Source: an optimization exercise on an open RTL-to-GDS flow (aim: small area). Production flows keep margins and buffers that such runs may drop. Where RTL was checked, it was by simulation tests only, not by an equivalence proof against the original.

==> flow/design.v (excerpt) <==
module cordic_pipeline(
    input  wire         clk,
    input  wire         rst,
    input  wire         valid_in,
    input  wire  signed [15:0] x_in,
    input  wire  signed [15:0] y_in,
    output reg   signed [15:0] magnitude,
    output reg          valid
);
For scale: about 2100 cells after synthesis, roughly 430 flip-flops, about 52 I/O pins, roughly 0.022 mm² of cells after synthesis.
Settings: LEC_CHECK=0, ABC_AREA=1, CAP_MARGIN=20, CORE_MARGIN=2, CORE_UTILIZATION=60, CTS_BUF_LIST=sky130_fd_sc_hd__clkbuf_8, CTS_CLUSTER_DIAMETER=60, CTS_CLUSTER_SIZE=20, PLACE_DENSITY=0.7, SLEW_MARGIN=20, SYNTH_HIERARCHICAL=1, SYNTH_MINIMUM_KEEP_SIZE=0; clock period 5.0 ns.
standard.sh (not shown) runs the stock make flow with config.mk's settings and CLKGATE_MAP_FILE= SYNTH_SCRIPT=/design/flow/synth_recipe.tcl, a recipe that flattens the netlist after the stock synthesis.
==> flow/flow/run.sh <==
#!/bin/bash
set -euo pipefail
CTS="-sink_clustering_enable -repair_clock_nets -dont_use_dummy_load"
CTS="$CTS -buf_list sky130_fd_sc_hd__clkbuf_8 -sink_clustering_size 20 -sink_clustering_max_diameter 60"
bash standard.sh "CTS_ARGS=$CTS" "BUFFER_PORTS_ARGS=-buffer_cell sky130_fd_sc_hd__buf_1" RECOVER_POWER=100 finish > flow_make.log 2>&1
The baseline passed the timing, DRC and antenna checks.
Edit:
- CORE_UTILIZATION: 60 -> 70
- PLACE_DENSITY: 0.7 -> 0.8
Result: Setup slack got worse by 0.016 ns; sequential share of layout area went up by 0.18 points; design area went down by about 0.46%.

---

Another version of the RTL of cordic_pipeline (not shown whole).
For scale: about 2100 cells after synthesis, roughly 430 flip-flops, ~52 I/O pins, roughly 0.022 mm² of cells after synthesis.
## cordic_pipeline
module cordic_pipeline(
    input  wire         clk,
    input  wire         rst,
    input  wire         valid_in,
    input  wire  signed [15:0] x_in,
    input  wire  signed [15:0] y_in,
    output reg   signed [15:0] magnitude,
    output reg          valid
);
==> flow/config.mk <==
export PLATFORM = sky130hd
export DESIGN_NAME = cordic_pipeline
export DESIGN_NICKNAME = cordic_pipeline
export VERILOG_FILES = /design/flow/design.v
export SDC_FILE = /design/flow/constraint.sdc
export NUM_CORES = 4
export LEC_CHECK = 0
export ABC_AREA = 1
export CAP_MARGIN = 20
export CORE_MARGIN = 2
export CORE_UTILIZATION = 60
export CTS_BUF_LIST = sky130_fd_sc_hd__clkbuf_8
export CTS_CLUSTER_DIAMETER = 60
export CTS_CLUSTER_SIZE = 20
export PLACE_DENSITY = 0.7
export SLEW_MARGIN = 20
export SYNTH_HIERARCHICAL = 1
export SYNTH_MINIMUM_KEEP_SIZE = 0
==> flow/constraint.sdc <==
create_clock -name core_clock -period 5.0 [get_ports {clk}]
set_input_delay 1.0000 -clock core_clock [delete_from_list [all_inputs] [get_ports {clk}]]
set_output_delay 1.0000 -clock core_clock [all_outputs]
set_load 0.01 [all_outputs]
==> flow/flow/run.sh <==
#!/bin/bash
set -euo pipefail
CTS="-sink_clustering_enable -repair_clock_nets -dont_use_dummy_load"
CTS="$CTS -buf_list sky130_fd_sc_hd__clkbuf_4 -sink_clustering_size 10 -sink_clustering_max_diameter 40"
bash standard.sh "CTS_ARGS=$CTS" "BUFFER_PORTS_ARGS=-buffer_cell sky130_fd_sc_hd__buf_1" RECOVER_POWER=100 finish > flow_make.log 2>&1
Then changed:
==> flow/flow/run.sh (replaced) <==
#!/bin/bash
set -euo pipefail
CTS="-sink_clustering_enable -repair_clock_nets -dont_use_dummy_load"
CTS="$CTS -buf_list sky130_fd_sc_hd__clkbuf_4 -sink_clustering_size 12 -sink_clustering_max_diameter 45"
bash standard.sh "CTS_ARGS=$CTS" "BUFFER_PORTS_ARGS=-buffer_cell sky130_fd_sc_hd__buf_1" RECOVER_POWER=100 finish > flow_make.log 2>&1
Outcome: The new run completed without violations; setup slack is worse by 0.043 ns; via count is lower by 0.41%; sequential share of layout area is about the same; fmax decreases by 0.90%; hold slack got worse by 0.028 ns; count of clock-buffer cells in the layout came out lower by 6; register-to-register slack loses 0.04 ns; core utilization falls by 0.15 points.
Then changed:
==> flow/flow/run.sh (replaced) <==
#!/bin/bash
set -euo pipefail
CTS="-sink_clustering_enable -repair_clock_nets -dont_use_dummy_load"
CTS="$CTS -buf_list sky130_fd_sc_hd__clkbuf_4 -sink_clustering_size 10 -sink_clustering_max_diameter 40"
bash standard.sh "CTS_ARGS=$CTS" "BUFFER_PORTS_ARGS=-buffer_cell sky130_fd_sc_hd__buf_1" RECOVER_POWER=100 finish > flow_make.log 2>&1
Maximum frequency increases slightly.
Global-route usage increases by 0.25 points.
Worst setup slack improved by 0.043 ns.
Worst hold slack gets better by 0.028 ns.
Count of clock-buffer cells in the layout climbs by 6.
Synthesized cell count does not change.
Final cell count hardly moves.
Wire length goes up slightly.
Then changed:
==> flow/flow/run.sh (replaced) <==
#!/bin/bash
set -euo pipefail
CTS="-sink_clustering_enable -repair_clock_nets -dont_use_dummy_load"
CTS="$CTS -buf_list sky130_fd_sc_hd__clkbuf_8 -sink_clustering_size 20 -sink_clustering_max_diameter 60"
bash standard.sh "CTS_ARGS=$CTS" "BUFFER_PORTS_ARGS=-buffer_cell sky130_fd_sc_hd__buf_1" RECOVER_POWER=100 finish > flow_make.log 2>&1
Setup slack got worse by 0.031 ns.
Die area stays the same.
Maximum frequency went down slightly.

---

Setup of v6:
cordic_pipeline, a different RTL version from the one above (not shown whole).
Size: roughly 2200 cells after synthesis, roughly 460 flip-flops, about 52 I/O pins, about 24000 um^2 of cells after synthesis.
==> flow/design.v (excerpt) <==
module cordic_pipeline(
    input  wire         clk,
    input  wire         rst,
    input  wire         valid_in,
    input  wire  signed [15:0] x_in,
    input  wire  signed [15:0] y_in,
    output reg   signed [15:0] magnitude,
    output reg          valid
);
Settings: LEC_CHECK=0, CAP_MARGIN=20, CORE_MARGIN=2, CORE_UTILIZATION=40, PLACE_DENSITY=0.6, SLEW_MARGIN=20; clock period 5.0 ns.
run.sh (not shown) runs the stock make flow with config.mk's settings and CLKGATE_MAP_FILE= SYNTH_SCRIPT=/design/flow/synth_recipe.tcl, a recipe that flattens the netlist after the stock synthesis.
Stock flow here: none of the scripts above is used.
Both conditions hold for v6: the flow ran to the end and the final layout passed the timing, DRC and antenna checks.
Edits applied to the flow inputs when going from v6 to v7:
- CTS_BUF_LIST: unset -> sky130_fd_sc_hd__clkbuf_4
- As far as global-route wire length before repair is concerned, v7 and v6 perform about the same.
- Of v7 and v6, v6 shows the lower sequential share of layout area, with v7 above it.
- Comparing fill cell instance count of the final layout for v7 and v6, the bigger number came from v7.
- Changes observed in v7 relative to v6: worst hold slack flat; clock tree buffer count of the final layout up 94.
- Between v7 and v6, it is v7 whose achievable clock frequency is lower, by 0.55%.
- v6 -> v7: pre-CTS setup slack delta 0, exact match
- Compared with v6, in v7 count of sequential standard cells barely changed, portion of the clock cycle consumed by the worst path in the final layout moved up.
Function was not checked in any run of this note: the RTL went through the layout flow alone.

-- afterwards: timing with drivers on the ports --
How much do the figures lean on ideal ports? The routed layouts below were timed once more, with nothing changed but the port constraints.
Step 1 (the two cells are an assumption about what drives the block):
set clk [get_ports {clk}]
set_driving_cell -lib_cell sky130_fd_sc_hd__clkbuf_16 $clk
set_driving_cell -lib_cell sky130_fd_sc_hd__buf_2 [delete_from_list [all_inputs] $clk]
Step 2 times the ports against the registers' clock, not the clock port: input delays grow and output delays shrink by t, the midpoint of the rising clock arrivals with the driver on.
a / b / c = ideal ports / drivers / drivers and shift; a / b = the first two.
| run | shift t [ns] | slack for setup (ns) | worst register clock-pin slew, ns |
|---|---|---|---|
| the first run of note 1 | 0.574 | 0.191 / 0.191 / 0.165 | 0.12 / 0.12 |
| the second run of note 1 | 0.621 | 0.176 / 0.176 / 0.124 | 0.12 / 0.12 |
| the first run of note 2 | 0.785 | 0.265 / 0.249 / 0.094 | 0.11 / 0.11 |
| the second run of note 2 | 0.724 | 0.222 / 0.222 / 0.134 | 0.12 / 0.12 |
| the third run of note 2 | 0.785 | 0.265 / 0.249 / 0.094 | 0.11 / 0.11 |
| the fourth run of note 2 | 0.579 | 0.234 / 0.234 / 0.116 | 0.11 / 0.11 |
| v6 | 0.641 | 0.204 / 0.204 / 0.084 | 0.06 / 0.06 |
| v7 | 0.869 | 0.177 / 0.177 / 0.057 | 0.08 / 0.08 |
After both steps setup and hold are still met in every run listed.
